This is an optimization exercise on Yosys and OpenROAD, whose aim is small area, a short achievable clock period and few clock cycles, not a production implementation.
Where RTL was checked, it was by simulation tests only, not by an equivalence proof against the original.
Only the layout flow was run in runs 1 to 3; the RTL was not checked for function there.
Power figures rest on the tool's default switching activity, not on a simulated workload.

<file path="design/flow/design.v">
module circle_draw(xc,yc,rad,x,y,color,color_disp,CLK50,clearn,plot,wr,ready);
	input [7:0] xc;
	input [6:0] yc;
	input [5:0] rad;
	input CLK50,clearn,plot;
	input [2:0] color;
	output [7:0] x;
	output [6:0] y;
	output [2:0] color_disp;
	output wr;
	output ready;
	function [8:0] add8;
		input [7:0] p, q;
		input ci;
		integer i;
		reg c;
		begin
			c = ci;
			for (i = 0; i < 8; i = i + 1) begin
				add8[i] = p[i] ^ q[i] ^ c;
				c = (p[i] & q[i]) | (c & (p[i] ^ q[i]));
			end
			add8[8] = c;
		end
	endfunction
	localparam IDLE = 2'b00, CLR = 2'b01, SET = 2'b10, DRW = 2'b11;
	reg [1:0] m;
	reg [7:0] xo;
	reg [6:0] yo;
	reg [2:0] col;
	reg [5:0] a, bm;
	reg [7:0] e;
	reg [2:0] ph;
	reg n1, n2, c3, c4;
	reg h, sd;
	reg [2:0] pph;
	wire qx1 = (pph[2:1] == 2'd0);
	wire qx2 = (pph[2:1] == 2'd1) | ((pph[2:1] == 2'd0) & a0);
	wire big = (rad == 6'd0) | (&rad[5:2]);
	wire [5:0] r = big ? 6'd59 : rad;
	wire [8:0] radm = add8({2'b0, rad}, 8'hff, 1'b0);
	wire [5:0] rm = big ? 6'd58 : radm[5:0];      
	wire a0 = (a == 6'd0);
	wire dec = ~e[7] | (&e[6:1]);
	wire [8:0] dd = add8({2'b0, a}, {2'b11, ~bm}, 1'b0);
	wire done = (~dd[7] & (dd[1] | dd[0])) | (&bm);
	wire [5:0] xs = ph[2] ? bm : a;
	wire [5:0] ys = ph[2] ? a : bm;
	wire xneg = ph[1];
	wire yneg = ph[0];
	wire [8:0] gxs = {xc, 1'b1} + {{2{xneg}}, xs ^ {6{xneg}}, xneg ^ ph[2]};
	wire [7:0] gys = {yc, 1'b1} + {yneg, ys ^ {6{yneg}}, yneg ^ ~ph[2]};
	wire [7:0] gx = gxs[8:1];
	wire [6:0] gy = gys[7:1];
	wire band = &yo[6:3];
	wire [7:0] yskip = {band & (pph == 3'd5), band & (pph == 3'd4), 2'b00,
	                    band & (pph == 3'd1), band & (pph == 3'd0), 2'b00};
	wire [7:0] mask = {c4 & ~a0, c4, c3 & ~a0, c3, {2{~n2 & ~a0}}, {2{~n1}}} & ~yskip;
	reg [2:0] nxt;
	reg more;
	integer k;
	always @(*) begin
		nxt = 3'd0;
		more = 1'b0;
		for (k = 7; k >= 0; k = k - 1)
			if (k > ph && mask[k]) begin
				nxt = k;
				more = 1'b1;
			end
	end
	wire set1 = qx1 & (xo == 8'd159);
	wire set2 = qx2 & (xo == 8'd0);
	wire xv = ~(xc[7] & (xc[6] | xc[5]));
	wire [7:0] q = {~xc[7:5] + 3'd5, ~xc[4:0]};    
	wire [8:0] qmb = add8(q, {2'b11, ~bm}, 1'b0);
	wire [8:0] xmb = add8(xc, {2'b11, ~bm}, 1'b0);
	wire v3 = ~xv | qmb[8];
	wire v4 = ~xv | xmb[8];
	wire [8:0] ai = add8({2'b0, a}, 8'd0, 1'b1);
	wire [8:0] bd = add8({2'b0, bm}, 8'hff, 1'b0);
	wire [7:0] eop = h ? (sd ? {1'b1, ~bm, 1'b1} : 8'd2) : {1'b0, a, 1'b1};
	wire [8:0] ens = {e, 1'b1} + {eop, h & sd};
	wire [7:0] en = ens[8:1];
	wire lfb = ~(yo[6] ^ yo[5]);
	wire clr_end = ({yo, xo} == 15'h4000);
	always @(posedge CLK50 or negedge clearn)
	begin
		if (!clearn) begin
			m <= CLR;
			xo <= 8'd0;
			yo <= 7'd0;
			col <= 3'd0;
		end else begin
			case (m)
			CLR: begin
				if (clr_end) m <= IDLE;
			end
			IDLE: begin
				if (plot) m <= SET;
			end
			SET: m <= DRW;
			default: if (done) m <= IDLE;
			endcase
			if (m == CLR) begin
				xo <= {xo[6:0], lfb};
				yo <= {yo[5:0], xo[7]};
				col <= 3'd0;
			end else begin
				xo <= gx;
				yo <= gy;
				col <= color;
			end
		end
	end
	always @(posedge CLK50)
	begin
		c3 <= v3;
		c4 <= v4;
		pph <= ph | {3{m == IDLE}};
		if (m == IDLE) begin
			a <= 6'd0;
			bm <= rm;
			e <= {2'b11, ~r};
			ph <= 3'd0;
			n1 <= 1'b0;
			n2 <= 1'b0;
			h <= 1'b0;
		end else begin
			h <= ~more;
			sd <= dec;
			if (h | ~more) e <= en;
			if (set1) n1 <= 1'b1;
			if (set2) n2 <= 1'b1;
			if (more)
				ph <= nxt;
			else begin
				ph <= n1 ? 3'd2 : 3'd0;
				a <= ai[5:0];
				if (dec) bm <= bd[5:0];
			end
		end
	end
	assign x = xo;
	assign y = yo;
	assign color_disp = col;
	assign wr = m[0];
	assign ready = ~m[1] & ~m[0];
endmodule
</file>
<file path="design/flow/flow/run.sh">
#!/bin/bash
# Standard synthesis, then the standard layout with plain buf_1 cells as the
# port buffers (the default pick is a slow delay buffer). Tool output goes
# to the logs below; each ORFS step also keeps its own log in orfs/logs.
set -euo pipefail
bash standard.sh synth > flow_synth.log 2>&1
bash standard.sh BUFFER_PORTS_ARGS="-buffer_cell sky130_fd_sc_hd__buf_1" finish > flow_layout.log 2>&1
</file>
<file path="design/flow/standard.sh">
#!/bin/bash
# synth_recipe.tcl (not shown) runs the flow's synth.tcl, then flattens the netlist and writes it again
# the make line also repeats each setting of config.mk as NAME=value (left out here)
make -C /OpenROAD-flow-scripts/flow DESIGN_CONFIG=/design/flow/config.mk WORK_HOME=/design/flow/orfs CLKGATE_MAP_FILE= SYNTH_SCRIPT=/design/flow/synth_recipe.tcl "${@:-finish}"
</file>
<file path="design/flow/config.mk">
export PLATFORM = sky130hd
export DESIGN_NAME = circle_draw
export DESIGN_NICKNAME = circle_draw
export VERILOG_FILES = /design/flow/design.v
export SDC_FILE = /design/flow/constraint.sdc
export NUM_CORES = 4
export LEC_CHECK = 0
export CAP_MARGIN = 20
export CORE_MARGIN = 2
export CORE_UTILIZATION = 40
export PLACE_DENSITY = 0.6
export SETUP_SLACK_MARGIN = 4.3
export SLEW_MARGIN = 20
</file>
<file path="design/flow/constraint.sdc">
create_clock -name core_clock -period 7.0 [get_ports {CLK50}]
set_input_delay 1.4000 -clock core_clock [delete_from_list [all_inputs] [get_ports {CLK50}]]
set_output_delay 1.4000 -clock core_clock [all_outputs]
set_load 0.01 [all_outputs]
</file>
==> flow_summary.toml, run 1 <==
[run_status]
status = "complete, no violations"

[cts]
cts_sinks = 52
clk_pin_slew_ps = 100
cts_buffers = 5
ctsHoldBuffers = 0
cts_buffer_depth = 2
htreeDepth = 2
worst_skew_pair.late_latency_ps = 310
cts_tree = "done"
cts_root_buf = "clkbuf_8"

[synthesis]
async_flop_share_pct = 38.46
yosys.area.top_type = "ha_1"
synth_area_leaders = "ha_1, dfrtp_1, edfxtp_1"
syn_avg_cell_area_um2 = 9.057
yosysWarnings = 1
syn_area_mm2 = 0.004094
ys_seq_area_share_pct = 31.08
syn_inst = 452
synth_top_area_share_pct = 17.11
ys_seq_elements = 52
synth_cell_types = 66
synth_edf_count = 13
synth_ff_type = "dfxtp_1"

[timing]
slew_viol_final = 0
rsz0062_at_grt = "true"
maxSlewHeadroom_pct = 41.42
finalHoldViolCount = 0
min_period_ps = 2673
fmax_ghz = 0.3742
finalCritPeriodShare_pct = 38.18
worst_slack_ps = 4327
setup-violations-final = 0
finClkSkew_ps = 11.40
worst_pin_slew_ps = 878.6
tns_ps = 0

[route]
vias = 3407
drcViolationCount = 0
dr.pass1.iters = 4
ant_nets = 0
viasPerCell = 5.349
wl_per_cell_um = 15.64
finalWirelength_um = 9965
drt_iter0_drc = 150

[final_layout]
fill_cells = 962
nets = 589
fin_area_mm2 = 0.004703
final_core_util_pct = 47.68
layout_common_cells = "ha_1, buf_1, nor2_1, inv_1, nand2_1"
drive_gt1_share_pct = 12.10
area.growth.synth_to_final_pct = 14.88
post_layout_nonfiller_instances = 637
layout_commonest_cell = "ha_1"
num_antenna_cells = 0

[grt]
grt_antenna_before_repair = 0
grt_pass1_vias = 3360
grt.overflow.total = 0
grt_usage_pct = 18.74
grt_pass1_wl_um = 16640
grt_max_degree = 28

[pwr]
p_leak_uw = 0.002044
ir_worst_vdd_mv = 0.2078
power_density_mw_per_mm2 = 503.6

[floorplanning]
die_y_um = 105.2
start_util_pct = 41.50
rows = 36
die-area_mm2 = 0.01106
core_mm2 = 0.009864
io_pins = 47
die_x_um = 105.2

[placed_design]
place_area_mm2 = 0.004402
port-buffer-count = 46
post-place-ws_ps = 3870
dpl.hpwl_um = 7760
place_inst = 615
gp_congestion = 0.8608

[worst_setup_path]
cp_max_fo = 2
slowest_delay_ps = 260
path_cells = "buf_1 > ha_4 > a21o_1 > a21oi_2 > nor2b_1 > o21a_1 > o41ai_2 > xnor2_1 > a21oi_1"
endpoint_kind = "register"
start_kind = "primary input"
crit_required_ps = 7180
path_buf_inv = 1
critPathKind = "in -> reg"
crit_family = "compound AO/OA/AOI/OAI gates"
crit_slowest_cell = "o41ai_2"
arrival_ps = 2850

[flow_run]
maxCapViolations = 0

[min_path]
hold_path_class = "reg -> reg"
==> per-stage QoR <==
step	hold slack, ps	total power, uW
after floorplan	457.0	1700
after global placement	489.1	2007
after global routing	530.1	2596
final	510.4	2369
after detailed placement	491.8	2041
after CTS	512.9	2297
==> worst min-delay path, delay by kind of cell, from the launching register on <==
family | cells | cell delay [ps]
flip-flops | 1 | 340
AND/OR/NAND/NOR | 2 | 140
==> per-layer routing <==
metal	up-vias	global-route usage, %	part of all wire [%]
met5	-	0	0
met4	0	6.762	2.8
met3	19	3.119	3.8
met2	86	30.29	45
met1	1588	25.18	48
li1	1714	-	-
==> final timing paths <==
kind	depth (start not counted)	startpoint	endpoint	slack, ps
max reg2reg	10	h	e[7]	4410
max	9	yc[0]	yo[6]	4330
min in group asynchronous	1	clearn	xo[4]	1050
min reg2reg	2	n1	n1	510
min	2	n1	n1	510
max in group asynchronous	1	clearn	m[1]	5570
==> sequential cells by signal, summed over array words and instances (netlist names) <==
name,cells
bm,6
yo,7
pph,3
xo,8
sd,1
n2,1
n1,1
m,2
a,6
ph,3
c3,1
c4,1
h,1
e,8
col,3
==> power breakdown <==
| part | leakage, uW | internal (uW) | total, uW | switching (uW) |
|---|---|---|---|---|
| combinational | 0.00147 | 668 | 1470 | 806 |
| clock | 0.0000636 | 129 | 234 | 105 |
| sequential | 0.000511 | 486 | 661 | 175 |
| total | 0.00204 | 1280 | 2370 | 1090 |
==> cells in the mapped netlist (all sizes together) (8+ instances only) <==
| master | number |
|---|---|
| nor2b | 11 |
| nor2 | 36 |
| xnor2 | 25 |
| xor2 | 10 |
| dfxtp | 19 |
| inv | 36 |
| mux2i | 14 |
| buf | 8 |
| clkbuf | 8 |
| edfxtp | 13 |
| ha | 56 |
| nand2 | 26 |
| a21oi | 32 |
| nand2b | 9 |
| dfrtp | 19 |
| a21o | 8 |
| nand3 | 13 |
| o21ai | 18 |
==> logic make-up (layout without fill, tap and decap cells) <==
| logic type | count (synthesis) | after routing | share of synthesized area (%) |
|---|---|---|---|
| flops | 52 | 52 | 31.08 |
| compound gates | 106 | 106 | 17.54 |
| fa+ha+maj | 59 | 59 | 18.58 |
| xor+xnor | 35 | 35 | 7.488 |
| mux | 14 | 14 | 3.423 |
| buf+inv | 53 | 105 | 5.134 |
| simple gates | 133 | 133 | 16.75 |
==> final cells by class <==
cell class / count / area, um^2 / area share (%)
clock buffer: 7 / 97.59 / 2.075
clock inverter: 1 / 30.03 / 0.6385
inverter: 37 / 151.4 / 3.219
multi-input combinational: 347 / 2688 / 57.14
sequential: 52 / 1281 / 27.24
tap: 133 / 166.4 / 3.538
timing repair buffer: 60 / 289.0 / 6.145
==> what timing repair did <==
action                     CTS  global route
buffers inserted             1            13
setup endpoints to repair   29            20
gates resized for setup      8            18
gates cloned                 0             0
pin swaps                    2             5
==> inputs of run 2 (changes only) <==
--- a/design/flow/config.mk
+++ b/design/flow/config.mk
@@ -9,5 +9,5 @@
 export CORE_MARGIN = 2
 export CORE_UTILIZATION = 40
 export PLACE_DENSITY = 0.6
-export SETUP_SLACK_MARGIN = 4.3
+export SETUP_SLACK_MARGIN = 4.2
 export SLEW_MARGIN = 20
==> run 2 against run 1 <==
Against the previous run:
- still clean on timing, DRC and antenna
- fmax decreased by 5.8%
- flip-flop and latch count unchanged
- via count is 1.4% lower
- sequential share of layout area up 0.82 points
- cell area fell by 3.1%
- worst hold slack better by 13 ps
- clock power fell by 8%
- combinational power decreased by 4%
- critical path depth shrank 6
- die area unchanged
- routed wire length decreased by 2.0%
- largest cell class unchanged
- largest power group unchanged
==> flow_summary.toml, run 2 <==
[synthesis]
yosysMostFrequentCell = "ha_1"
synth_cell_types = 66
yosys.area.top_type = "ha_1"
synth_top_area_share_pct = 17.11
synth_ff_type = "dfxtp_1"
synth_edf_count = 13
yosysWarnings = 1
syn_avg_cell_area_um2 = 9.057
synth.top_cells.by_count = "ha_1, nor2_1, inv_1"
ys_seq_area_share_pct = 31.08
syn_area_mm2 = 0.004094
synth_area_leaders = "ha_1, dfrtp_1, edfxtp_1"
ys_seq_elements = 52
syn_inst = 452
async_flop_share_pct = 38.46

[route]
vias = 3358
finalWirelength_um = 9769
dr.pass1.iters = 4
drt_iter0_drc = 94
wl_per_cell_um = 15.56
viasPerCell = 5.347
drcViolationCount = 0
ant_nets = 0

[final_layout]
num_antenna_cells = 0
drive_gt1_share_pct = 8.283
nets = 580
area.growth.synth_to_final_pct = 11.31
layout_common_cells = "ha_1, buf_1, nor2_1, inv_1"
largest_registers = "e: 8 flops, xo: 8 flops, yo: 7 flops"
fin_area_mm2 = 0.004557
layout_commonest_cell = "ha_1"
final_core_util_pct = 46.19

[pwr]
power_density_mw_per_mm2 = 500.8
ir_worst_vdd_mv = 0.2343
p_leak_uw = 0.001982

[cts]
cts_sinks = 52
htreeDepth = 2
cts_root_buf = "clkbuf_8"
cts_buffer_depth = 2
cts_buffers = 5
worst_skew_pair.late_latency_ps = 310
ctsHoldBuffers = 0
cts_tree = "done"
clk_pin_slew_ps = 100

[worst_setup_path]
crit_required_ps = 5600
r2r_cells = 9
slowest_delay_ps = 590
arrival_ps = 1440
critPathKind = "reg -> out"
endpoint_kind = "output pin"
timing.rr.start = "ph[0]"
path_cells = "or2_4 > clkinv_4 > buf_1"
path_buf_inv = 2
cp_max_fo = 19
r2r_end = "yo[6]"
crit_family = "flip-flops"
crit_slowest_cell = "dfstp_2"
start_kind = "register"
reg2reg_setup_slack_ps = 4430

[grt]
grt_util_met1_pct = 25.83
grt_usage_pct = 17.73
gr-usage-met3_pct = 2.246
grt_pass1_vias = 3129
grt.overflow.total = 0
met2_usage_pct = 27.88
grt_antenna_before_repair = 0
grt.busiest_layer = "met2"
grt_max_degree = 28
grt_pass1_wl_um = 15720

[floorplanning]
io_pins = 47
die_y_um = 105.2
die_x_um = 105.2
rows = 36
start_util_pct = 41.50
core_mm2 = 0.009864
die-area_mm2 = 0.01106

[timing]
rsz0062_at_grt = "true"
tns_ps = 0
min_period_ps = 2837
setup-violations-final = 0
finalHoldViolCount = 0
worst_pin_slew_ps = 906.2
fmax_ghz = 0.3525
finalCritPeriodShare_pct = 40.52
finClkSkew_ps = 8.520
maxSlewHeadroom_pct = 39.59
slew_viol_final = 0

[placed_design]
dpl.hpwl_um = 7703
gp_congestion = 0.8450
port-buffer-count = 46
place_area_mm2 = 0.004375

[min_path]
hp-start = "n1"
holdPathStages = 2
hold_path_class = "reg -> reg"
hold_end = "n1"

[run_status]
status = "complete, no violations"

[flow_run]
maxCapViolations = 0
run 2: changes by cell type in the layout (fill, tap and decap cells not counted), sizes merged:
cell    previous run  this run
buf               58        49
clkbuf             9         8
inv               36        37
run 2: cell type report:
type	instances	area (um^2)
clock buffers	6	72.57
clock inverters	2	38.79
fillers	982	5308
inverters	37	143.9
multi-input cells	347	2643
flip-flops and latches	52	1279
well taps	133	166.4
repair buffers	51	214.0
run 2: worst reg2reg max path, stage by stage, from the launching register on:
cell and delay (ps):
dfxtp_1 780, xnor2_1 200, ha_1 320, a21o_1 170
a21oi_2 140, nor2b_1 70, o21a_1 210, o41ai_2 310
xnor2_1 160, a21oi_1 80
run 2: routing by layer:
metal  up-vias  share of wire [%]
li1       1697                  -
met4         0                1.2
met3         8                3.9
met5         -                  0
met1      1583                 49
met2        70                 45
run 2: cell families after synthesis:
logic type / share of synthesized area, %
multiplexers: 3.423
flip-flops: 31.08
AO/OA/AOI/OAI: 17.54
XOR/XNOR: 7.488
buffers and inverters: 5.134
AND/OR/NAND/NOR: 16.75
adder cells (fa/ha/maj): 18.58
run 2: how the worst max path moves through the flow:
stage	startpoint	endpoint	slack, ps	depth (start not counted)
finish	m[0]	ready	4160	3
global route	m[0]	ready	4090	3
CTS	m[0]	ready	4020	3
detailed placement	m[0]	ready	3810	3
global placement	m[0]	ready	3820	3
floorplan	yc[0]	yo[6]	4190	8
run 2: power breakdown:
group          leakage, uW  internal, uW  switching (uW)
Clock            0.0000558           108             106
Combinational      0.00141           626             780
Sequential        0.000512           485             176
Total              0.00198          1220            1060
run 2: timing repair:
item,4_1_cts,5_1_grt
setup endpoints to repair,23,19
buffers inserted,1,4
resized for setup,6,8
pin swaps,1,9
run 2: per-stage QoR:
step	instances	worst slack [ps]	power, uW	hold slack, ps
after global placement	615	3819	2001	492.1
final	628	4163	2282	523.3
after detailed placement	615	3810	2018	503.5
after global routing	628	4090	2494	567.5
after CTS	624	4022	2251	517.5
after floorplan	452	4193	1685	457.0
==> inputs of run 3 (changes only) <==
--- a/design/flow/config.mk
+++ b/design/flow/config.mk
@@ -9,5 +9,5 @@
 export CORE_MARGIN = 2
 export CORE_UTILIZATION = 40
 export PLACE_DENSITY = 0.6
-export SETUP_SLACK_MARGIN = 4.2
+export SETUP_SLACK_MARGIN = 4.4
 export SLEW_MARGIN = 20
==> run 3 against run 2 <==
Against the previous run:
- sequential power is 2% lower
- critical path depth stayed put
- area after synthesis stayed put
- sequential share of layout area is 1.6 points lower
- register-to-register slack better by 80 ps
- cell area is 6.9% higher
- still clean
- power is 8.1% higher
- fmax is 8.9% higher
==> flow_summary.toml, run 3 <==
[run_status]
status = "complete, no violations"

[route]
vias = 3409
finalWirelength_um = 10160
wl_per_cell_um = 15.72
dr.pass1.iters = 4
viasPerCell = 5.277
ant_nets = 0
drt_iter0_drc = 130
drcViolationCount = 0

[worst_setup_path]
crit_family = "flip-flops"
critPathKind = "reg -> out"
arrival_ps = 1210
path_cells = "or2_4 > clkinv_8 > buf_6"
cp_max_fo = 2
endpoint_kind = "output pin"
crit_slowest_cell = "dfstp_2"
path_buf_inv = 2
slowest_delay_ps = 540
crit_required_ps = 5600
reg2reg_setup_slack_ps = 4510
start_kind = "register"

[final_layout]
layout_commonest_cell = "ha_1"
largest_registers = "e: 8 flops, xo: 8 flops, yo: 7 flops"
nets = 598
post_layout_nonfiller_instances = 646
drive_gt1_share_pct = 15.98
fin_area_mm2 = 0.004872
area.growth.synth_to_final_pct = 19.01
layout_common_cells = "ha_1, buf_1, nor2_1, inv_1, nand2_1"
num_antenna_cells = 0

[synthesis]
syn_avg_cell_area_um2 = 9.057
synth_ff_type = "dfxtp_1"
yosys.area.top_type = "ha_1"
yosysWarnings = 1
synth_edf_count = 13
syn_area_mm2 = 0.004094
async_flop_share_pct = 38.46
syn_inst = 452
ys_seq_area_share_pct = 31.08
synth_area_leaders = "ha_1, dfrtp_1, edfxtp_1"
yosysMostFrequentCell = "ha_1"
synth_top_area_share_pct = 17.11
ys_seq_elements = 52
synth_cell_types = 66
synth.top_cells.by_count = "ha_1, nor2_1, inv_1"

[timing]
tns_ps = 0
rsz0062_at_grt = "true"
slew_viol_final = 0
setup-violations-final = 0
maxSlewHeadroom_pct = 37.58
fmax_ghz = 0.3837
finClkSkew_ps = 10.68
finalCritPeriodShare_pct = 37.23
finalHoldViolCount = 0
holdWs_ps = 519.4
min_period_ps = 2606
worst_pin_slew_ps = 936.2

[placed_design]
dpl.hpwl_um = 7793
port-buffer-count = 46
place_inst = 615
place_area_mm2 = 0.004437
gp_congestion = 0.8349

[floorplanning]
start_util_pct = 41.50
die_y_um = 105.2
die-area_mm2 = 0.01106
core_mm2 = 0.009864
io_pins = 47
die_x_um = 105.2
rows = 36

[cts]
clk_pin_slew_ps = 100
cts_sinks = 52
cts_tree = "done"
cts_root_buf = "clkbuf_8"
htreeDepth = 2
cts_buffers = 5
worst_skew_pair.late_latency_ps = 310
ctsHoldBuffers = 0
cts_buffer_depth = 2

[grt]
grt_pass1_wl_um = 16630
grt_antenna_before_repair = 0
grt_max_degree = 28
grt_usage_pct = 18.66
grt.overflow.total = 0
grt_pass1_vias = 3285

[pwr]
power_density_mw_per_mm2 = 506.5
power_uw = 2468
p_leak_uw = 0.002098
ir_worst_vdd_mv = 0.2272

[flow_run]
maxCapViolations = 0

[min_path]
hold_path_class = "reg -> reg"
==> run 3: cell count changes in the layout (fill, tap and decap cells not counted), moves of 3 or more <==
| cell | before | now |
|---|---|---|
| o21ai_0 | 13 | 9 |
| dfxtp_1 | 16 | 12 |
| o21ai_1 | 4 | 8 |
| buf_4 | 5 | 22 |
| buf_6 | 0 | 4 |
| buf_1 | 43 | 40 |
| inv_1 | 34 | 31 |
| ha_4 | 0 | 5 |
| ha_1 | 56 | 49 |
==> run 3: routing by layer <==
| metal | GRT usage (%) | up-vias | part of all wire, % |
|---|---|---|---|
| met3 | 1.996 | 10 | 3.1 |
| met4 | 4.571 | 0 | 1.5 |
| met5 | 0 | - | 0 |
| li1 | - | 1735 | - |
| met1 | 26.54 | 1590 | 49 |
| met2 | 30.24 | 74 | 46 |
==> run 3: timing repair <==
| action | CTS | global route |
|---|---|---|
| buffers inserted | 4 | 19 |
| resized for setup | 19 | 19 |
| pin swaps | 9 | 15 |
| endpoints found under the setup margin | 37 | 26 |
==> run 3: worst paths after layout <==
path / to / cells past startpoint / startpoint
setup reg to reg: yo[6] / 10 / bm[0]
hold / removal: n1 / 2 / n1
setup / recovery: ready / 3 / m[0]
hold reg to reg: n1 / 2 / n1
min in group asynchronous: xo[2] / 1 / clearn
max in group asynchronous: m[0] / 1 / clearn
==> run 3: cell type report <==
| class | instances | area, um^2 |
|---|---|---|
| clock inverters | 1 | 30.03 |
| multi-input cells | 347 | 2755 |
| well taps | 133 | 166.4 |
| fillers | 947 | 4992 |
| repair buffers | 69 | 375.4 |
| flip-flops and latches | 52 | 1289 |
| inverters | 37 | 158.9 |
| clock buffers | 7 | 97.59 |
==> run 3: kinds of logic after synthesis <==
kind of cell	count (synthesis)	share of synthesized area, %
muxes	14	3.423
AOI/OAI and AO/OA	106	17.54
DFF	52	31.08
buffers and inverters	53	5.134
and+or+nand+nor	133	16.75
adders and majority gates	59	18.58
xor gates and xnor gates	35	7.488
==> run 3: stage by stage <==
stage / util (%) / worst slack, ps
floorplan: - / 4232
finish: 49.39 / 4394
CTS: 47.13 / 4381
global placement: 44.98 / 3911
global route: 49.39 / 4308
detailed placement: 44.98 / 3859
==> run 3: where the power goes <==
part	switching (uW)	internal (uW)	total, uW
clock network	104	129	233
registers	160	488	647
logic	854	734	1590
total	1120	1350	2470
==> run 3: worst min-delay path: cells and delay by family (launching register included) <==
| kind | cells | cell delay [ps] |
|---|---|---|
| DFF | 1 | 340 |
| and+or+nand+nor | 2 | 140 |
==> inputs of run 4 (changes only) <==
--- a/design/flow/design.v
+++ b/design/flow/design.v
@@ -33,9 +33,7 @@
 	reg [2:0] ph;
 	reg n1, n2, c3, c4;
 	reg h, sd;
-	reg [2:0] pph;
-	wire qx1 = (pph[2:1] == 2'd0);
-	wire qx2 = (pph[2:1] == 2'd1) | ((pph[2:1] == 2'd0) & a0);
+	reg qx1, qx2;
 	wire big = (rad == 6'd0) | (&rad[5:2]);
 	wire [5:0] r = big ? 6'd59 : rad;
 	wire [8:0] radm = add8({2'b0, rad}, 8'hff, 1'b0);
@@ -52,10 +50,7 @@
 	wire [7:0] gys = {yc, 1'b1} + {yneg, ys ^ {6{yneg}}, yneg ^ ~ph[2]};
 	wire [7:0] gx = gxs[8:1];
 	wire [6:0] gy = gys[7:1];
-	wire band = &yo[6:3];
-	wire [7:0] yskip = {band & (pph == 3'd5), band & (pph == 3'd4), 2'b00,
-	                    band & (pph == 3'd1), band & (pph == 3'd0), 2'b00};
-	wire [7:0] mask = {c4 & ~a0, c4, c3 & ~a0, c3, {2{~n2 & ~a0}}, {2{~n1}}} & ~yskip;
+	wire [7:0] mask = {c4 & ~a0, c4, c3 & ~a0, c3, {2{~n2 & ~a0}}, {2{~n1}}};
 	reg [2:0] nxt;
 	reg more;
 	integer k;
@@ -116,7 +111,6 @@
 	begin
 		c3 <= v3;
 		c4 <= v4;
-		pph <= ph | {3{m == IDLE}};
 		if (m == IDLE) begin
 			a <= 6'd0;
 			bm <= rm;
@@ -125,8 +119,12 @@
 			n1 <= 1'b0;
 			n2 <= 1'b0;
 			h <= 1'b0;
+			qx1 <= 1'b0;
+			qx2 <= 1'b0;
 		end else begin
 			h <= ~more;
+			qx1 <= (ph[2:1] == 2'd0);
+			qx2 <= (ph[2:1] == 2'd1) | ((ph[2:1] == 2'd0) & a0);
 			sd <= dec;
 			if (h | ~more) e <= en;
 			if (set1) n1 <= 1'b1;
==> design/flow/flow/run.sh (replaced) <==
#!/bin/bash
# Standard synthesis, then the standard layout with plain buf_1 cells as the
# port buffers (the default pick is a slow delay buffer). Tool output goes
# to the logs below; each ORFS step also keeps its own log in orfs/logs.
set -euo pipefail
bash standard.sh synth > flow_synth.log 2>&1
bash standard.sh BUFFER_PORTS_ARGS="-buffer_cell sky130_fd_sc_hd__buf_1" REMOVE_ABC_BUFFERS=1 finish > flow_layout.log 2>&1
--- a/design/flow/config.mk
+++ b/design/flow/config.mk
@@ -9,5 +9,5 @@
 export CORE_MARGIN = 2
 export CORE_UTILIZATION = 40
 export PLACE_DENSITY = 0.6
-export SETUP_SLACK_MARGIN = 4.4
+export SETUP_SLACK_MARGIN = 4.3
 export SLEW_MARGIN = 20
==> run 4 against run 3 <==
Against the previous run:
- still clean on timing, DRC and antenna
- critical path depth unchanged
- sequential power down 5.9%
- clock-buffer cell count fell by 2
- first-iteration DRC count shrank 11%
- utilization fell by 3.4 points
- flip-flop and latch count fell by 1
- synthesized cell count fell by 3.1%
- non-clock buffer count decreased by 18
- via count decreased by 4.0%
- clock skew increased by 4.9 ps
- area after synthesis is 2.5% lower
- clock power fell by 18%
- largest cell class unchanged
- highest routed layer unchanged
==> flow_summary.toml, run 4 <==
[worst_setup_path]
critPathKind = "reg -> out"
arrival_ps = 1380
path_cells = "or2_4 > clkinv_8 > buf_1"
cp-startpoint = "m[1]"
endpoint_kind = "output pin"
crit_required_ps = 5600
timing.rr.start = "bm[0]"
start_kind = "register"
cp_max_fo = 23
crit_slowest_cell = "dfrtp_2"
slowest_delay_ps = 460

[pwr]
power_density_mw_per_mm2 = 461.9
p_leak_uw = 0.001959
pwr-share-clk_pct = 9.2
power_frac_seq_pct = 29.5
ir_worst_vdd_mv = 0.2112
power_uw = 2066
combinationalPowerShare_pct = 61.3
power.internal_uw = 1125
power.switching_uw = 940.9
p_sw_share_pct = 45.55

[synthesis]
synth_cell_types = 62
synth.top_cells.by_count = "ha_1, nor2_1, a21oi_1"
yosysMostFrequentCell = "ha_1"
syn_avg_cell_area_um2 = 9.110
synth_top_area_share_pct = 17.56
syn_area_mm2 = 0.003990
yosys.area.top_type = "ha_1"
ys_seq_elements = 51
async_flop_share_pct = 39.22
yosysWarnings = 1
synth_ff_type = "dfrtp_1"
synth_area_leaders = "ha_1, dfrtp_1, edfxtp_1"
ys_seq_area_share_pct = 31.39
syn_inst = 438
synth_edf_count = 13

[flow_run]
maxCapViolations = 0

[floorplanning]
die_y_um = 103.9
start_util_pct = 41.01
io_pins = 47
die-area_mm2 = 0.01079
die_x_um = 103.9
core_mm2 = 0.009729
rows = 36

[cts]
clk_pin_slew_ps = 110
cts_sinks = 51
htreeDepth = 2
cts_buffers = 5
cts_tree = "done"
cts_buffer_depth = 2
worst_skew_pair.late_latency_ps = 320
cts_root_buf = "clkbuf_8"

[route]
dr.pass1.iters = 5
wl_per_cell_um = 15.36
finalWirelength_um = 9447
drcViolationCount = 0
drt_iter0_drc = 116
viasPerCell = 5.319
vias = 3271
ant_nets = 0

[final_layout]
layout_commonest_cell = "ha_1"
largest_registers = "e: 8 flops, xo: 8 flops, yo: 7 flops"
area.growth.synth_to_final_pct = 12.07
fin_area_mm2 = 0.004472
nets = 567
drive_gt1_share_pct = 9.751
num_antenna_cells = 0
layout_common_cells = "ha_1, buf_1, nor2_1, inv_1, a21oi_1"

[timing]
finClkSkew_ps = 15.55
slew_viol_final = 0
worst_pin_slew_ps = 982.0
rsz0062_at_grt = "true"
min_period_ps = 2780
setup-violations-final = 0
tns_ps = 0
fmax_ghz = 0.3598
finalCritPeriodShare_pct = 39.71
finalHoldViolCount = 0
maxSlewHeadroom_pct = 34.54

[placed_design]
gp_congestion = 0.8679
port-buffer-count = 46
dpl.hpwl_um = 7267
place_area_mm2 = 0.004259

[grt]
grt_antenna_before_repair = 0
grt_pass1_wl_um = 15620
grt_pass1_vias = 3212
grt_max_degree = 31
grt.overflow.total = 0
grt_usage_pct = 17.78

[min_path]
hp-start = "qx2"
hold_path_class = "reg -> reg"

[run_status]
status = "complete, no violations"
==> run 4: cell types whose count changed after synthesis, moves of 3 or more <==
cell,previous run,this run
a21oi_1,30,35
nor3_1,3,8
nor2_1,36,41
a211oi_1,4,1
o21ai_1,3,14
nand2_1,26,13
a21o_1,8,4
mux2i_1,14,17
or4_1,0,3
nor4_1,4,1
o21ai_0,15,5
o22ai_1,7,4
==> run 4: timing repair <==
item,4_1_cts,5_1_grt
hold buffers,0,0
pin swaps,2,12
gates resized for setup,10,15
setup buffers,0,5
endpoints found under the setup margin,21,19
==> run 4: worst paths after layout <==
path | end | slack (ps) | depth (start not counted)
worst max-delay path | ready | 4220 | 3
worst min-delay path | n2 | 460 | 2
worst max register to register | yo[6] | 4450 | 10
worst min register to register | n2 | 460 | 2
max in group asynchronous | m[1] | 5620 | 1
min in group asynchronous | col[2] | 1010 | 1
==> run 4: stage by stage <==
| step | worst slack (ps) | std cells | hold WS, ps | utilization, % |
|---|---|---|---|---|
| after floorplan | 4069 | 423 | 431.5 | - |
| after global placement | 3896 | 602 | 448.4 | 43.78 |
| after detailed placement | 3832 | 602 | 456.4 | 43.78 |
| after CTS | 4094 | 610 | 463.3 | 45.04 |
| after global routing | 4167 | 615 | 469.6 | 45.96 |
| final | 4220 | 615 | 462.7 | 45.96 |
==> run 4: cell type report <==
cell class	instances	area (um^2)
timing repair buffer	51	214.0
fill	1024	5258
sequential	51	1260
clock buffer	5	68.82
multi-input combinational	335	2585
tap	133	166.4
clock inverter	3	26.28
inverter	37	151.4
==> run 4: kinds of logic (layout without fill, tap and decap cells) <==
logic type                 count (synthesis)  count (layout)  share of synthesized area [%]
muxes                                     18              18                          4.547
and+or+nand+nor                          128             128                          17.12
adders and majority gates                 59              59                          19.07
DFF                                       51              51                          31.39
xor gates and xnor gates                  35              35                          7.683
buffers and inverters                     52              96                          5.237
AOI/OAI and AO/OA                         95              95                          14.96
==> run 4: critical path, delay by kind of cell (launching register included) <==
family        cells  cell delay [ps]
flops             1              460
simple gates      1              310
buf+inv           2              280
==> run 4: power groups by stage <==
stage	combinational (uW)	clock (uW)	sequential, uW
after floorplan	902	0	592
after global placement	1160	0	609
after detailed placement	1180	0	613
after CTS	1210	193	607
after global routing	1440	206	631
final	1270	190	609
==> run 4: routing by layer <==
metal  vias up  track usage, %  share of wire (%)
li1       1640               -                  -
met4         0           4.151                1.5
met3        10           3.258                4.1
met5         -               0                  0
met2        66           31.11                 48
met1      1555           22.75                 46
Testbench counts of run 4, summed over its fixed seeds: cycles 78,871.
==> inputs of run 5 (changes only) <==
==> design/flow/flow/run.sh (replaced) <==
#!/bin/bash
# Standard synthesis, then the standard layout with plain buf_1 cells as the
# port buffers (the default pick is a slow delay buffer). Tool output goes
# to the logs below; CTS adds no dummy clock loads; each ORFS step also keeps its own log in orfs/logs.
set -euo pipefail
bash standard.sh synth > flow_synth.log 2>&1
bash standard.sh BUFFER_PORTS_ARGS="-buffer_cell sky130_fd_sc_hd__buf_1" CTS_ARGS="-sink_clustering_enable -repair_clock_nets -dont_use_dummy_load -sink_clustering_size 30 -sink_clustering_max_diameter 150" finish > flow_layout.log 2>&1
==> run 5 against run 4 <==
Against the previous run:
- highest routed layer unchanged
- critical endpoint is now xo[7]
- largest power group unchanged
- first-iteration DRC count up 32%
- critical path depth up 7
- still clean
- sequential share of layout area up 0.23 points
==> flow_summary.toml, run 5 <==
[route]
drcViolationCount = 0
viasPerCell = 5.337
finalWirelength_um = 9610
vias = 3261
drt_iter0_drc = 153
dr.pass1.iters = 6
ant_nets = 0
wl_per_cell_um = 15.73

[synthesis]
synth_ff_type = "dfrtp_1"
yosysWarnings = 1
yosys.area.top_type = "ha_1"
synth_cell_types = 62
syn_avg_cell_area_um2 = 9.110
synth_area_leaders = "ha_1, dfrtp_1, edfxtp_1"
synth.top_cells.by_count = "ha_1, nor2_1, a21oi_1"
syn_inst = 438
synth_edf_count = 13
async_flop_share_pct = 39.22
yosysMostFrequentCell = "ha_1"
synth_top_area_share_pct = 17.56
ys_seq_area_share_pct = 31.39
syn_area_mm2 = 0.003990
ys_seq_elements = 51

[timing]
worst_slack_ps = 4369
rsz0062_at_grt = "true"
setup-violations-final = 0
finalHoldViolCount = 0
finalCritPeriodShare_pct = 37.59
slew_viol_final = 0
maxSlewHeadroom_pct = 35.94
finClkSkew_ps = 27.71
tns_ps = 0
fmax_ghz = 0.3801
min_period_ps = 2631
worst_pin_slew_ps = 961.0

[grt]
grt_usage_pct = 18.51
grt.overflow.total = 0
grt_max_degree = 31
grt_antenna_before_repair = 0
grt_pass1_wl_um = 16100
grt_pass1_vias = 3313

[placed_design]
dpl.hpwl_um = 7423
post-place-ws_ps = 3954
port-buffer-count = 46
gp_congestion = 0.8904
place_inst = 602
place_area_mm2 = 0.004298

[cts]
cts_buffer_depth = 2
cts_buffers = 5
clk_pin_slew_ps = 110
htreeDepth = 2
worst_skew_pair.late_latency_ps = 310
ctsHoldBuffers = 0
cts_sinks = 51
cts_root_buf = "clkbuf_8"
cts_tree = "done"

[final_layout]
fin_area_mm2 = 0.004441
layout_commonest_cell = "ha_1"
multi_input_area_mm2 = 0.002591
post_layout_nonfiller_instances = 611
drive_gt1_share_pct = 9.205
largest_registers = "e: 8 flops, xo: 8 flops, yo: 7 flops"
area.growth.synth_to_final_pct = 11.29
layout_common_cells = "ha_1, buf_1, nor2_1, inv_1, a21oi_1"
regArea_mm2 = 0.001261
fill_cells = 1015
num_antenna_cells = 0
nets = 566

[worst_setup_path]
start_kind = "primary input"
reg2reg_setup_slack_ps = 4480
arrival_ps = 2810
r2r_end = "yo[6]"
cp_max_fo = 3
critPathKind = "in -> reg"
slowest_delay_ps = 360
timing.rr.start = "bm[0]"
path_cells = "buf_1 > inv_2 > fa_2 > nor2b_2 > o21ai_2 > a21oi_2 > o21ai_1 > a21oi_1 > xnor2_1 > a21oi_1"
crit_path_frequent_cell = "a21oi_1"
crit_required_ps = 7180
crit_slowest_cell = "fa_2"
r2r_cells = 10
endpoint_kind = "register"

[flow_run]
maxCapViolations = 0

[min_path]
holdPathStages = 2
hold_end = "n2"
hold_path_class = "reg -> reg"
hp-start = "qx2"

[pwr]
ir_worst_vdd_mv = 0.2124
power_density_mw_per_mm2 = 454.4
p_leak_uw = 0.001940

[floorplanning]
core_mm2 = 0.009729
die_x_um = 103.9
rows = 36
io_pins = 47
die_y_um = 103.9
die-area_mm2 = 0.01079
start_util_pct = 41.01

[run_status]
status = "complete, no violations"
==> run 5: cell counts after synthesis <==
Identical to the previous run, type by type.
==> run 5: repair_timing <==
item                                    CTS  global route
cloned                                    1             0
gates resized for setup                  10            10
endpoints found under the setup margin   23            15
pin swaps                                 1             4
buffers inserted                          2             1
==> run 5: final cells by class <==
type,count,area share (%)
clock buffers,5,1.550
inverters,37,3.297
multi-input cells,335,58.35
flip-flops and latches,51,28.40
well taps,133,3.748
repair buffers,49,4.508
repair inverters,1,0.1409
==> run 5: critical path: cells and delay by family <==
kind	cells	cell delay, ps
AO/OA/AOI/OAI	5	570
XOR/XNOR	1	140
adder cells (fa/ha/maj)	1	360
buffers and inverters	2	220
AND/OR/NAND/NOR	1	130
==> run 5: metal layers <==
metal,global-route usage [%],routed length [um],up-vias
met2,32.05,4607,87
li1,-,-,1630
met4,5.019,144,0
met3,2.945,370,15
met1,23.95,4487,1529
met5,0,0,-
==> run 5: cells by family after synthesis <==
group	count (synthesis)	share of synthesized area (%)
AO/OA/AOI/OAI	95	14.96
XOR/XNOR	35	7.683
adder cells (fa/ha/maj)	59	19.07
buffers and inverters	52	5.237
flip-flops	51	31.39
multiplexers	18	4.547
AND/OR/NAND/NOR	128	17.12
==> run 5: how the worst max path moves through the flow <==
stage,to,slack (ps),startpoint,cells after the start
4_1_cts,yo[6],4310,yc[0],9
2_1_floorplan,yo[6],4230,yc[0],8
3_3_place_gp,xo[7],3980,xc[0],10
3_5_place_dp,yo[6],3950,yc[0],9
5_1_grt,xo[7],4250,xc[0],10
6_report,xo[7],4370,xc[0],10
==> run 5: power breakdown <==
group          switching, uW  internal [uW]
registers                155            454
logic                    665            584
clock network           94.9           64.9
total                    914           1100
==> run 5: stage by stage <==
| stage | utilization, % | hold WS [ps] | total power, uW |
|---|---|---|---|
| finish | 45.64 | 486.8 | 2018 |
| global route | 45.64 | 539.8 | 2222 |
| CTS | 45.28 | 485.9 | 2003 |
| detailed placement | 44.17 | 461.1 | 1832 |
| global placement | 44.17 | 442.7 | 1798 |
| floorplan | - | 431.5 | 1535 |
==> inputs of run 6 (changes only) <==
==> design/flow/flow/run.sh (replaced) <==
#!/bin/bash
# Standard synthesis, then the standard layout with plain buf_1 cells as the
# port buffers (the default pick is a slow delay buffer). Tool output goes
# to the logs below; CTS adds no dummy clock loads; each ORFS step also keeps its own log in orfs/logs.
set -euo pipefail
bash standard.sh synth > flow_synth.log 2>&1
bash standard.sh BUFFER_PORTS_ARGS="-buffer_cell sky130_fd_sc_hd__buf_1" CTS_ARGS="-sink_clustering_enable -repair_clock_nets -dont_use_dummy_load" finish > flow_layout.log 2>&1
==> run 6 against run 5 <==
Against the previous run:
- still clean
- final cell count unchanged
- first-iteration DRC count did not move
- worst hold slack is the same
- fmax did not move
- utilization is the same
- sequential power barely moved
- global-route usage unchanged
- largest cell class unchanged
==> flow_summary.toml, run 6 <==
[cts]
cts_tree = "done"
clk_pin_slew_ps = 110
cts_sinks = 51
cts_root_buf = "clkbuf_8"
cts_buffers = 5
cts_buffer_depth = 2
htreeDepth = 2
worst_skew_pair.late_latency_ps = 310

[synthesis]
synth_cell_types = 62
synth_top_area_share_pct = 17.56
ys_seq_elements = 51
syn_inst = 438
syn_avg_cell_area_um2 = 9.110
yosys.area.top_type = "ha_1"
async_flop_share_pct = 39.22
yosysWarnings = 1
synth_edf_count = 13
syn_area_mm2 = 0.003990
synth_ff_type = "dfrtp_1"
ys_seq_area_share_pct = 31.39
yosysMostFrequentCell = "ha_1"
synth.top_cells.by_count = "ha_1, nor2_1, a21oi_1"
synth_area_leaders = "ha_1, dfrtp_1, edfxtp_1"

[worst_setup_path]
r2r_end = "yo[6]"
reg2reg_setup_slack_ps = 4480
crit_path_frequent_cell = "a21oi_1"
timing.rr.start = "bm[0]"
crit_slowest_cell = "fa_2"
cp-startpoint = "xc[0]"
r2r_cells = 10
path_cells = "buf_1 > inv_2 > fa_2 > nor2b_2 > o21ai_2 > a21oi_2 > o21ai_1 > a21oi_1 > xnor2_1 > a21oi_1"
endpoint = "xo[7]"
arrival_ps = 2810
endpoint_kind = "register"
slowest_delay_ps = 360
cp_max_fo = 3
crit_required_ps = 7180
critPathKind = "in -> reg"
start_kind = "primary input"

[floorplanning]
die_x_um = 103.9
io_pins = 47
die_y_um = 103.9
rows = 36
die-area_mm2 = 0.01079
core_mm2 = 0.009729
start_util_pct = 41.01

[timing]
finalHoldViolCount = 0
worst_slack_ps = 4369
setup-violations-final = 0
slew_viol_final = 0
rsz0062_at_grt = "true"
finalCritPeriodShare_pct = 37.59
min_period_ps = 2631
maxSlewHeadroom_pct = 35.94
finClkSkew_ps = 27.71
fmax_ghz = 0.3801
tns_ps = 0
worst_pin_slew_ps = 961.0

[final_layout]
regArea_mm2 = 0.001261
area.growth.synth_to_final_pct = 11.29
post_layout_nonfiller_instances = 611
multi_input_area_mm2 = 0.002591
largest_registers = "e: 8 flops, xo: 8 flops, yo: 7 flops"
num_antenna_cells = 0
layout_commonest_cell = "ha_1"
drive_gt1_share_pct = 9.205
layout_common_cells = "ha_1, buf_1, nor2_1, inv_1, a21oi_1"
fin_area_mm2 = 0.004441
nets = 566
fill_cells = 1015

[route]
vias = 3261
finalWirelength_um = 9610
viasPerCell = 5.337
wl_per_cell_um = 15.73
dr.pass1.iters = 6
ant_nets = 0
drt_iter0_drc = 153
drcViolationCount = 0

[placed_design]
port-buffer-count = 46
dpl.hpwl_um = 7423
gp_congestion = 0.8904
place_inst = 602
place_area_mm2 = 0.004298
post-place-ws_ps = 3954

[flow_run]
maxCapViolations = 0

[grt]
grt.overflow.total = 0
grt_usage_pct = 18.51
grt_pass1_wl_um = 16100
grt_antenna_before_repair = 0
grt_max_degree = 31
grt_pass1_vias = 3313

[pwr]
p_leak_uw = 0.001940
ir_worst_vdd_mv = 0.2124
power_density_mw_per_mm2 = 454.4
power_uw = 2018

[run_status]
status = "complete, no violations"

[min_path]
hold_path_class = "reg -> reg"
-- run 6: logic make-up after synthesis --
logic type / after synthesis / synth area share, %
flops: 51 / 31.39
buf+inv: 52 / 5.237
fa+ha+maj: 59 / 19.07
xor+xnor: 35 / 7.683
simple gates: 128 / 17.12
mux: 18 / 4.547
compound gates: 95 / 14.96
-- run 6: timing repair --
| item | 4_1_cts | 5_1_grt |
|---|---|---|
| hold endpoints to repair | 0 | 0 |
| pin swaps | 1 | 4 |
| hold buffers | 0 | 0 |
| setup endpoints to repair | 23 | 15 |
| gates resized for setup | 10 | 10 |
| cloned | 1 | 0 |
| buffers inserted | 2 | 1 |
-- run 6: worst min-delay path by stage --
| stage | startpoint | cells after the start | end | slack, ps |
|---|---|---|---|---|
| global route | qx2 | 2 | n2 | 540 |
| floorplan | qx2 | 2 | n2 | 430 |
| finish | qx2 | 2 | n2 | 490 |
| CTS | qx2 | 2 | n2 | 490 |
| detailed placement | qx2 | 2 | n2 | 460 |
| global placement | qx2 | 2 | n2 | 440 |
-- run 6: stage by stage --
stage	hold WS, ps	util (%)
2_1_floorplan	431.5	-
3_3_place_gp	442.7	44.17
5_1_grt	539.8	45.64
6_report	486.8	45.64
4_1_cts	485.9	45.28
3_5_place_dp	461.1	44.17
-- run 6: layout make-up --
cell class                      instances  area share (%)
Sequential cell                        51           28.40
Inverter                               37           3.297
Multi-Input combinational cell        335           58.35
Clock buffer                            5           1.550
Timing Repair Buffer                   49           4.508
Timing Repair inverter                  1          0.1409
Tap cell                              133           3.748
-- run 6: worst max-delay path, delay by kind of cell --
| family | cells | cell delay [ps] |
|---|---|---|
| AO/OA/AOI/OAI | 5 | 570 |
| adder cells (fa/ha/maj) | 1 | 360 |
| buffers and inverters | 2 | 220 |
| XOR/XNOR | 1 | 140 |
| AND/OR/NAND/NOR | 1 | 130 |
-- run 6: metal layers --
metal / part of all wire (%) / track usage [%] / vias up / wire (um)
met4: 1.5 / 5.019 / 0 / 144
met2: 48 / 32.05 / 87 / 4607
li1: - / - / 1630 / -
met3: 3.9 / 2.945 / 15 / 370
met1: 47 / 23.95 / 1529 / 4487
met5: 0 / 0 / - / 0
-- run 6: power by group --
group | switching, uW | internal (uW) | leakage (uW)
logic | 665 | 584 | 0.00140
registers | 155 | 454 | 0.000500
clock network | 94.9 | 64.9 | 0.0000359
total | 914 | 1100 | 0.00194
==> inputs of run 7 (changes only) <==
--- a/design/flow/config.mk
+++ b/design/flow/config.mk
@@ -5,6 +5,7 @@
 export SDC_FILE = /design/flow/constraint.sdc
 export NUM_CORES = 4
 export LEC_CHECK = 0
+export ABC_AREA = 1
 export CAP_MARGIN = 20
 export CORE_MARGIN = 2
 export CORE_UTILIZATION = 40
==> run 7 against run 6 <==
Against the previous run:
- cell area grew 4.7%
- largest cell class unchanged
- largest power group unchanged
- flip-flop and latch count is the same
- still clean on timing, DRC and antenna
- via count grew 12%
- sequential share of layout area shrank 1.4 points
- synthesized cell count grew 30%
- clock-buffer cell count is the same
- global-route usage shrank 0.74 points
- highest routed layer unchanged
- combinational power grew 37%
==> flow_summary.toml, run 7 <==
[synthesis]
syn_area_mm2 = 0.004267
syn_inst = 569
synth_ff_type = "dfrtp_1"
ys_seq_elements = 51
synth_area_leaders = "ha_1, nand2_1, dfrtp_1"
ys_seq_area_share_pct = 29.35
yosysWarnings = 1
synth_cell_types = 45
yosys.area.top_type = "ha_1"
yosysMostFrequentCell = "nand2_1"
synth.top_cells.by_count = "nand2_1, inv_1, ha_1"
syn_avg_cell_area_um2 = 7.498
synth_edf_count = 13
synth_top_area_share_pct = 16.42
async_flop_share_pct = 39.22

[timing]
rsz0062_at_grt = "false"
finalHoldViolCount = 0
setup-violations-final = 0
min_period_ps = 2620
slew_viol_final = 0
finalCritPeriodShare_pct = 37.43
tns_ps = 0
finClkSkew_ps = 36.83
holdWs_ps = 474.7
fmax_ghz = 0.3817
worst_pin_slew_ps = 621.1
maxSlewHeadroom_pct = 58.55

[pwr]
power_frac_seq_pct = 25.4
p_sw_share_pct = 51.46
power.internal_uw = 1214
pwr-share-clk_pct = 6.2
power_density_mw_per_mm2 = 538.0
ir_worst_vdd_mv = 0.2131
power.switching_uw = 1287
p_leak_uw = 0.002409
power_uw = 2502
combinationalPowerShare_pct = 68.4

[cts]
cts_sinks = 51
cts_buffers = 5
cts_tree = "done"
cts_buffer_depth = 2
htreeDepth = 2
cts_root_buf = "clkbuf_8"
ctsHoldBuffers = 0
clk_pin_slew_ps = 110
worst_skew_pair.late_latency_ps = 310

[min_path]
hold_path_class = "reg -> reg"

[run_status]
status = "complete, no violations"

[grt]
grt_pass1_vias = 3483
grt_antenna_before_repair = 0
grt_usage_pct = 17.77
grt_pass1_wl_um = 16350
grt_max_degree = 32
grt.overflow.total = 0

[floorplanning]
io_pins = 47
start_util_pct = 41.33
die-area_mm2 = 0.01151
rows = 37
die_x_um = 107.3
die_y_um = 107.3
core_mm2 = 0.01032

[final_layout]
area.growth.synth_to_final_pct = 9.003
largest_registers = "e: 8 flops, xo: 8 flops, yo: 7 flops"
post_layout_nonfiller_instances = 747
layout_common_cells = "nand2_1, inv_1, ha_1, buf_1, nor2_1"
nets = 699
multi_input_area_mm2 = 0.002584
drive_gt1_share_pct = 6.056
num_antenna_cells = 0
fill_cells = 1093
layout_commonest_cell = "nand2_1"
regArea_mm2 = 0.001255

[worst_setup_path]
reg2reg_setup_slack_ps = 4580
crit_required_ps = 5600
cp_max_fo = 4
critPathKind = "reg -> out"
path_cells = "nor2_4 > buf_8 > clkbuf_2"
arrival_ps = 1220
start_kind = "register"
crit_slowest_cell = "dfstp_2"
slowest_delay_ps = 610
endpoint_kind = "output pin"

[route]
finalWirelength_um = 9957
wl_per_cell_um = 13.33
drcViolationCount = 0
vias = 3642
viasPerCell = 4.876
dr.pass1.iters = 4
drt_iter0_drc = 162
ant_nets = 0

[placed_design]
gp_congestion = 0.8641
place_inst = 739
dpl.hpwl_um = 8076
port-buffer-count = 46

[flow_run]
maxCapViolations = 0
==> run 7: final cells by class <==
type / instances / area share, %
inverter: 96 / 7.802
sequential: 51 / 26.98
clock buffer: 5 / 1.480
multi-input combinational: 409 / 55.56
tap: 136 / 3.659
timing repair buffer: 50 / 4.520
==> run 7: path summary, 6_finish.rpt <==
path | start | to | depth (start not counted)
min in group asynchronous | clearn | col[1] | 1
worst min-delay path | qx2 | n2 | 2
max in group asynchronous | clearn | m[1] | 1
worst max register to register | ph[2] | bm[3] | 10
worst min register to register | qx2 | n2 | 2
worst max-delay path | m[0] | ready | 3
==> run 7: power by group through the flow <==
stage	clock network [uW]	logic [uW]	registers, uW
4_1_cts	160	1700	632
5_1_grt	170	1960	660
6_report	155	1710	635
2_1_floorplan	0	1330	597
3_3_place_gp	0	1670	637
3_5_place_dp	0	1690	637
==> run 7: repair_timing <==
action | 4_1_cts | 5_1_grt
resized for setup | 2 | 6
endpoints found under the setup margin | 8 | 10
gates cloned | 0 | 1
buffers inserted | 0 | 2
==> run 7: metal layers <==
metal	up-vias	global-route usage, %	wire, um
li1	1957	-	-
met1	1615	22.52	4681
met2	62	31.92	4803
met3	8	2.482	353
met4	0	3.989	118
met5	-	0	0
==> run 7: critical path, delay by kind of cell, from the launching register on <==
kind / cells / cell delay (ps)
flip-flops: 1 / 610
buffers and inverters: 2 / 240
AND/OR/NAND/NOR: 1 / 70
==> run 7: cell families after synthesis <==
logic type / after synthesis / synth area share [%]
buffers and inverters: 109 / 10.32
DFF: 51 / 29.36
adders and majority gates: 59 / 17.83
xor gates and xnor gates: 25 / 5.132
AOI/OAI and AO/OA: 90 / 13.14
and+or+nand+nor: 235 / 24.22
==> run 7: metrics by stage <==
step                area, um^2  util, %  setup slack (ps)
global route              4651    45.05              4316
finish                    4651    45.05              4380
floorplan                 4267        -              4390
CTS                       4613    44.69              4325
detailed placement        4539    43.97              4141
global placement          4539    43.97              4180
==> inputs of run 8 (changes only) <==
--- a/design/flow/config.mk
+++ b/design/flow/config.mk
@@ -5,10 +5,9 @@
 export SDC_FILE = /design/flow/constraint.sdc
 export NUM_CORES = 4
 export LEC_CHECK = 0
-export ABC_AREA = 1
 export CAP_MARGIN = 20
 export CORE_MARGIN = 2
 export CORE_UTILIZATION = 40
 export PLACE_DENSITY = 0.6
-export SETUP_SLACK_MARGIN = 4.3
+export SETUP_SLACK_MARGIN = 4.25
 export SLEW_MARGIN = 20
==> run 8 against run 7 <==
Against the previous run:
- still clean
- power shrank 20%
- sequential power is 4.4% lower
- first-iteration DRC count decreased by 9.3%
==> flow_summary.toml, run 8 <==
[final_layout]
nets = 565
largest_registers = "e: 8 flops, xo: 8 flops, yo: 7 flops"
layout_common_cells = "ha_1, buf_1, nor2_1, inv_1, a21oi_1"
post_layout_nonfiller_instances = 610
drive_gt1_share_pct = 8.386
area.growth.synth_to_final_pct = 11.04
layout_commonest_cell = "ha_1"
fill_cells = 988
num_antenna_cells = 0

[grt]
grt_pass1_vias = 3174
grt_usage_pct = 17.64
grt.overflow.total = 0
grt_max_degree = 31
grt_pass1_wl_um = 15490
grt_antenna_before_repair = 0

[pwr]
combinationalPowerShare_pct = 62.1
power.switching_uw = 907.9
power_density_mw_per_mm2 = 453.3
p_sw_share_pct = 45.20
power_uw = 2008
pwr-share-clk_pct = 7.6
power_frac_seq_pct = 30.2
p_leak_uw = 0.001926
ir_worst_vdd_mv = 0.2289
power.internal_uw = 1101

[timing]
slew_viol_final = 0
finalHoldViolCount = 0
holdWs_ps = 482.5
fmax_ghz = 0.3633
finClkSkew_ps = 17.61
rsz0062_at_grt = "true"
worst_slack_ps = 4247
tns_ps = 0
worst_pin_slew_ps = 940.9
setup-violations-final = 0
maxSlewHeadroom_pct = 37.28
finalCritPeriodShare_pct = 39.33
min_period_ps = 2753

[synthesis]
synth_cell_types = 62
async_flop_share_pct = 39.22
synth.top_cells.by_count = "ha_1, nor2_1, a21oi_1"
synth_top_area_share_pct = 17.56
syn_avg_cell_area_um2 = 9.110
yosys.area.top_type = "ha_1"
synth_ff_type = "dfrtp_1"
ys_seq_elements = 51
synth_area_leaders = "ha_1, dfrtp_1, edfxtp_1"
yosysMostFrequentCell = "ha_1"
synth_edf_count = 13
syn_area_mm2 = 0.003990
yosysWarnings = 1
ys_seq_area_share_pct = 31.39
syn_inst = 438

[worst_setup_path]
critPathKind = "reg -> out"
crit_family = "flip-flops"
arrival_ps = 1350
slowest_delay_ps = 440
endpoint_kind = "output pin"
path_cells = "or2_4 > clkinv_8 > buf_1"
start_kind = "register"
crit_slowest_cell = "dfrtp_2"
crit_required_ps = 5600
cp_max_fo = 23
path_buf_inv = 2

[route]
finalWirelength_um = 9299
drcViolationCount = 0
vias = 3204
wl_per_cell_um = 15.24
ant_nets = 0
dr.pass1.iters = 4
viasPerCell = 5.252
drt_iter0_drc = 147

[cts]
cts_root_buf = "clkbuf_8"
cts_sinks = 51
clk_pin_slew_ps = 80
cts_buffer_depth = 2
worst_skew_pair.late_latency_ps = 300
htreeDepth = 2
cts_buffers = 5
cts_tree = "done"

[flow_run]
maxCapViolations = 0

[placed_design]
gp_congestion = 0.8964
dpl.hpwl_um = 7399
place_inst = 602
port-buffer-count = 46
post-place-ws_ps = 3940

[floorplanning]
core_mm2 = 0.009729
io_pins = 47
start_util_pct = 41.01
die_y_um = 103.9
rows = 36
die_x_um = 103.9
die-area_mm2 = 0.01079

[run_status]
status = "complete, no violations"

[min_path]
hold_path_class = "reg -> reg"
[run 8: cell count changes after synthesis, moves of 6 or more]
cell / previous run / this run
o21ai_1: 1 / 14
nand2_1: 132 / 13
nand3_1: 33 / 10
inv_1: 93 / 34
o21ai_0: 30 / 5
mux2i_1: 0 / 17
nor2b_1: 0 / 12
xnor2_1: 7 / 25
and2_1: 0 / 6
a21oi_1: 15 / 35
xor2_1: 18 / 10
o22ai_1: 14 / 4
nand2b_1: 0 / 7
[run 8: worst paths after layout]
kind / from / to / slack (ps) / cells after the start
min in group asynchronous: clearn / col[0] / 1040 / 1
min: qx2 / n2 / 480 / 2
max reg2reg: a[0] / yo[6] / 4470 / 10
min reg2reg: qx2 / n2 / 480 / 2
max in group asynchronous: clearn / m[1] / 5570 / 1
max: m[1] / ready / 4250 / 3
[run 8: layout make-up]
cell class                      count  area (um^2)  share of cell area (%)
Sequential cell                    51         1260                   28.44
Multi-Input combinational cell    335         2586                   58.37
Inverter                           37        151.4                   3.417
Tap cell                          133        166.4                   3.756
Clock buffer                        5        68.82                   1.553
Timing Repair Buffer               49        197.7                   4.462
[run 8: what timing repair did]
action,4_1_cts,5_1_grt
pin swaps,0,5
hold buffers,0,0
endpoints found under the setup margin,19,19
setup buffers,0,3
resized for setup,6,12
[run 8: metrics by stage]
| step | util (%) | area, um^2 |
|---|---|---|
| 2_1_floorplan | - | 4029 |
| 3_3_place_gp | 44.17 | 4298 |
| 3_5_place_dp | 44.17 | 4298 |
| 4_1_cts | 44.98 | 4377 |
| 5_1_grt | 45.54 | 4431 |
| 6_report | 45.54 | 4431 |
[run 8: worst min-delay path, stage by stage (launching register included)]
cell	delay, ps
dfxtp_1	320
a21oi_1	50
nor2_1	80
[run 8: layer usage]
| metal | wire length, um | GRT usage, % | vias to the layer above |
|---|---|---|---|
| met4 | 74 | 3.668 | 0 |
| met2 | 4483 | 30.22 | 54 |
| li1 | - | - | 1628 |
| met1 | 4437 | 23.77 | 1516 |
| met3 | 304 | 2.506 | 6 |
| met5 | 0 | 0 | - |
[run 8: logic make-up after synthesis]
| logic type | count (synthesis) | share of synthesized area, % |
|---|---|---|
| buffers and inverters | 52 | 5.237 |
| xor gates and xnor gates | 35 | 7.683 |
| adders and majority gates | 59 | 19.07 |
| and+or+nand+nor | 128 | 17.12 |
| AOI/OAI and AO/OA | 95 | 14.96 |
| DFF | 51 | 31.39 |
| muxes | 18 | 4.547 |
[run 8: power groups by stage]
stage	registers (uW)	clock network (uW)	logic, uW
final	607	153	1250
after global routing	630	170	1400
after CTS	607	159	1230
after detailed placement	611	0	1220
after global placement	607	0	1190
after floorplan	553	0	983
==> inputs of run 9 (changes only) <==
--- a/design/flow/config.mk
+++ b/design/flow/config.mk
@@ -9,5 +9,5 @@
 export CORE_MARGIN = 2
 export CORE_UTILIZATION = 40
 export PLACE_DENSITY = 0.6
-export SETUP_SLACK_MARGIN = 4.25
+export SETUP_SLACK_MARGIN = 4.35
 export SLEW_MARGIN = 20
==> run 9 against run 8 <==
Against the previous run:
- fmax increased by 5.7%
- register-to-register slack improved by 50 ps
- power rose by 1.4%
- clock power increased by 3%
- sequential power hardly changed
- via count is 1.8% higher
- worst hold slack got worse by 4.4 ps
- utilization is 0.64 points higher
- still clean on timing, DRC and antenna
- first-iteration DRC count rose by 12%
- critical path type is now in -> reg
==> flow_summary.toml, run 9 <==
[run_status]
status = "complete, no violations"

[pwr]
p_leak_uw = 0.001968
ir_worst_vdd_mv = 0.2334
power_density_mw_per_mm2 = 453.4

[final_layout]
num_antenna_cells = 0
post_layout_nonfiller_instances = 612
layout_commonest_cell = "ha_1"
drive_gt1_share_pct = 10.86
area.growth.synth_to_final_pct = 12.61
fin_area_mm2 = 0.004493
layout_common_cells = "ha_1, nor2_1, buf_1, inv_1, a21oi_1"
largest_registers = "e: 8 flops, xo: 8 flops, yo: 7 flops"
nets = 567

[flow_run]
maxCapViolations = 0

[grt]
grt.overflow.total = 0
grt_pass1_wl_um = 16040
grt_pass1_vias = 3303
grt_max_degree = 31
met2_usage_pct = 30.97
grt_antenna_before_repair = 0
grt_util_met1_pct = 23.80
grt.busiest_layer = "met2"
gr-usage-met3_pct = 2.757
grt_usage_pct = 18.12

[worst_setup_path]
start_kind = "primary input"
cp_max_fo = 2
timing.rr.start = "bm[0]"
endpoint = "yo[6]"
crit_required_ps = 7170
reg2reg_setup_slack_ps = 4520
r2r_end = "yo[6]"
endpoint_kind = "register"
crit_slowest_cell = "o41ai_2"
crit_cells = 9
path_buf_inv = 1
critPathKind = "in -> reg"
r2r_cells = 10
cp-startpoint = "yc[0]"
arrival_ps = 2770
crit_family = "compound AO/OA/AOI/OAI gates"
slowest_delay_ps = 250
path_cells = "clkbuf_2 > ha_4 > a21o_1 > a21oi_2 > nor2b_1 > o21a_1 > o41ai_2 > xnor2_1 > a21oi_1"

[timing]
fmax_ghz = 0.3840
finClkSkew_ps = 27.37
finalCritPeriodShare_pct = 37.21
slew_viol_final = 0
tns_ps = 0
worst_pin_slew_ps = 998.8
min_period_ps = 2604
maxSlewHeadroom_pct = 33.41
setup-violations-final = 0
rsz0062_at_grt = "true"
finalHoldViolCount = 0

[route]
vias = 3263
ant_nets = 0
dr.pass1.iters = 4
viasPerCell = 5.332
drcViolationCount = 0
drt_iter0_drc = 164
finalWirelength_um = 9398
wl_per_cell_um = 15.36

[synthesis]
yosys.area.top_type = "ha_1"
async_flop_share_pct = 39.22
synth.top_cells.by_count = "ha_1, nor2_1, a21oi_1"
syn_inst = 438
synth_edf_count = 13
syn_avg_cell_area_um2 = 9.110
synth_ff_type = "dfrtp_1"
synth_area_leaders = "ha_1, dfrtp_1, edfxtp_1"
ys_seq_elements = 51
synth_top_area_share_pct = 17.56
ys_seq_area_share_pct = 31.39
yosysWarnings = 1
syn_area_mm2 = 0.003990
yosysMostFrequentCell = "ha_1"
synth_cell_types = 62

[floorplanning]
core_mm2 = 0.009729
io_pins = 47
rows = 36
die-area_mm2 = 0.01079
die_y_um = 103.9
die_x_um = 103.9
start_util_pct = 41.01

[cts]
cts_tree = "done"
cts_buffer_depth = 2
htreeDepth = 2
cts_sinks = 51
clk_pin_slew_ps = 100
cts_root_buf = "clkbuf_8"
worst_skew_pair.late_latency_ps = 310
cts_buffers = 5
ctsHoldBuffers = 0

[placed_design]
dpl.hpwl_um = 7362
port-buffer-count = 46
gp_congestion = 0.8600
place_inst = 602
place_area_mm2 = 0.004309

[min_path]
hold_path_class = "reg -> reg"
holdPathStages = 2
## run 9: changes by cell type in the layout (fill, tap and decap cells not counted), moves of 2 or more
cell	before	now
a21oi_2	2	5
clkbuf_2	2	4
nor2b_2	2	0
a21oi_1	33	30
buf_1	44	40
nor2b_1	10	12
## run 9: power by group
group / leakage [uW] / switching (uW) / total [uW] / internal (uW)
Sequential: 0.000499 / 154 / 609 / 455
Combinational: 0.00143 / 674 / 1270 / 597
Clock: 0.0000359 / 92.9 / 158 / 64.8
## run 9: how the worst min path moves through the flow
stage,slack (ps),to,startpoint
finish,480,n2,qx2
global route,540,n2,qx2
CTS,490,n2,qx2
detailed placement,470,n2,qx2
global placement,440,n2,qx2
floorplan,430,n2,qx2
## run 9: logic make-up (layout without fill, tap and decap cells)
group | count (synthesis) | after routing | share of synthesized area, %
mux | 18 | 18 | 4.547
xor+xnor | 35 | 35 | 7.683
fa+ha+maj | 59 | 59 | 19.07
simple gates | 128 | 128 | 17.12
flops | 51 | 51 | 31.39
buf+inv | 52 | 93 | 5.237
compound gates | 95 | 95 | 14.96
## run 9: cell type report
class,instances,area (um^2)
Inverter,37,158.9
Timing Repair inverter,1,6.256
Sequential cell,51,1262
Fill cell,967,5236
Clock buffer,5,68.82
Multi-Input combinational cell,335,2614
Tap cell,133,166.4
Timing Repair Buffer,50,216.5
## run 9: timing repair
action                                  CTS  global route
gates cloned                              1             0
pin swaps                                 4            11
buffers inserted                          1             3
gates resized for setup                  13            16
endpoints found under the setup margin   26            18
## run 9: per-stage QoR
step | hold WS (ps) | worst slack (ps) | utilization [%] | power (uW)
finish | 478.0 | 4396 | 46.18 | 2037
global route | 541.3 | 4295 | 46.18 | 2245
CTS | 485.9 | 4305 | 45.40 | 2007
detailed placement | 466.3 | 3867 | 44.29 | 1834
global placement | 441.6 | 3917 | 44.29 | 1806
floorplan | 431.5 | 4232 | - | 1541
## run 9: layer usage
metal	share of wire, %	wire length [um]
met1	45	4240
met5	0	0
met2	49	4565
met3	4.9	460
met4	1.4	133
## run 9: tightest hold or removal path, stage by stage (launching register included)
cell,delay [ps]
dfxtp_1,310
a21oi_1,50
nor2_1,80

[re-timing with driven ports]
The results above use ideal ports. As a check the final layouts listed here were re-extracted and re-timed, cells and wires unchanged. Step 1 sets driving cells, clkbuf_16 on the clock port and buf_2 on the other inputs (assumed; they add their load-dependent delay and slew). Step 2 times the ports against the registers' clock, not the clock port: input delays grow and output delays shrink by t, the midpoint of the rising clock arrivals with the driver on. Three values: ideal, step 1, step 2; two values: the first two.
run | t (ns) | slack for setup (ns) | clock arrival spread, ns | worst slew at a driven data input, ns | pins driven straight from the clock port
run 1 | 0.340 | 4.327 / 4.309 / 3.991 | 0.011 / 0.011 | 0.05 | 1
run 2 | 0.337 | 4.163 / 4.131 / 3.943 | 0.008 / 0.009 | 0.06 | 1
run 3 | 0.339 | 4.394 / 4.362 / 4.058 | 0.011 / 0.010 | 0.06 | 1
run 4 | 0.346 | 4.220 / 4.188 / 4.006 | 0.016 / 0.016 | 0.04 | 1
run 5 | 0.334 | 4.369 / 4.349 / 4.041 | 0.028 / 0.027 | 0.04 | 1
run 6 | 0.334 | 4.369 / 4.349 / 4.041 | 0.028 / 0.027 | 0.04 | 1
run 7 | 0.326 | 4.380 / 4.347 / 4.130 | 0.037 / 0.037 | 0.04 | 1
run 8 | 0.327 | 4.247 / 4.212 / 4.038 | 0.017 / 0.017 | 0.03 | 1
run 9 | 0.332 | 4.396 / 4.371 / 4.076 | 0.027 / 0.027 | 0.04 | 1
After both steps setup and hold are still met in every run listed.
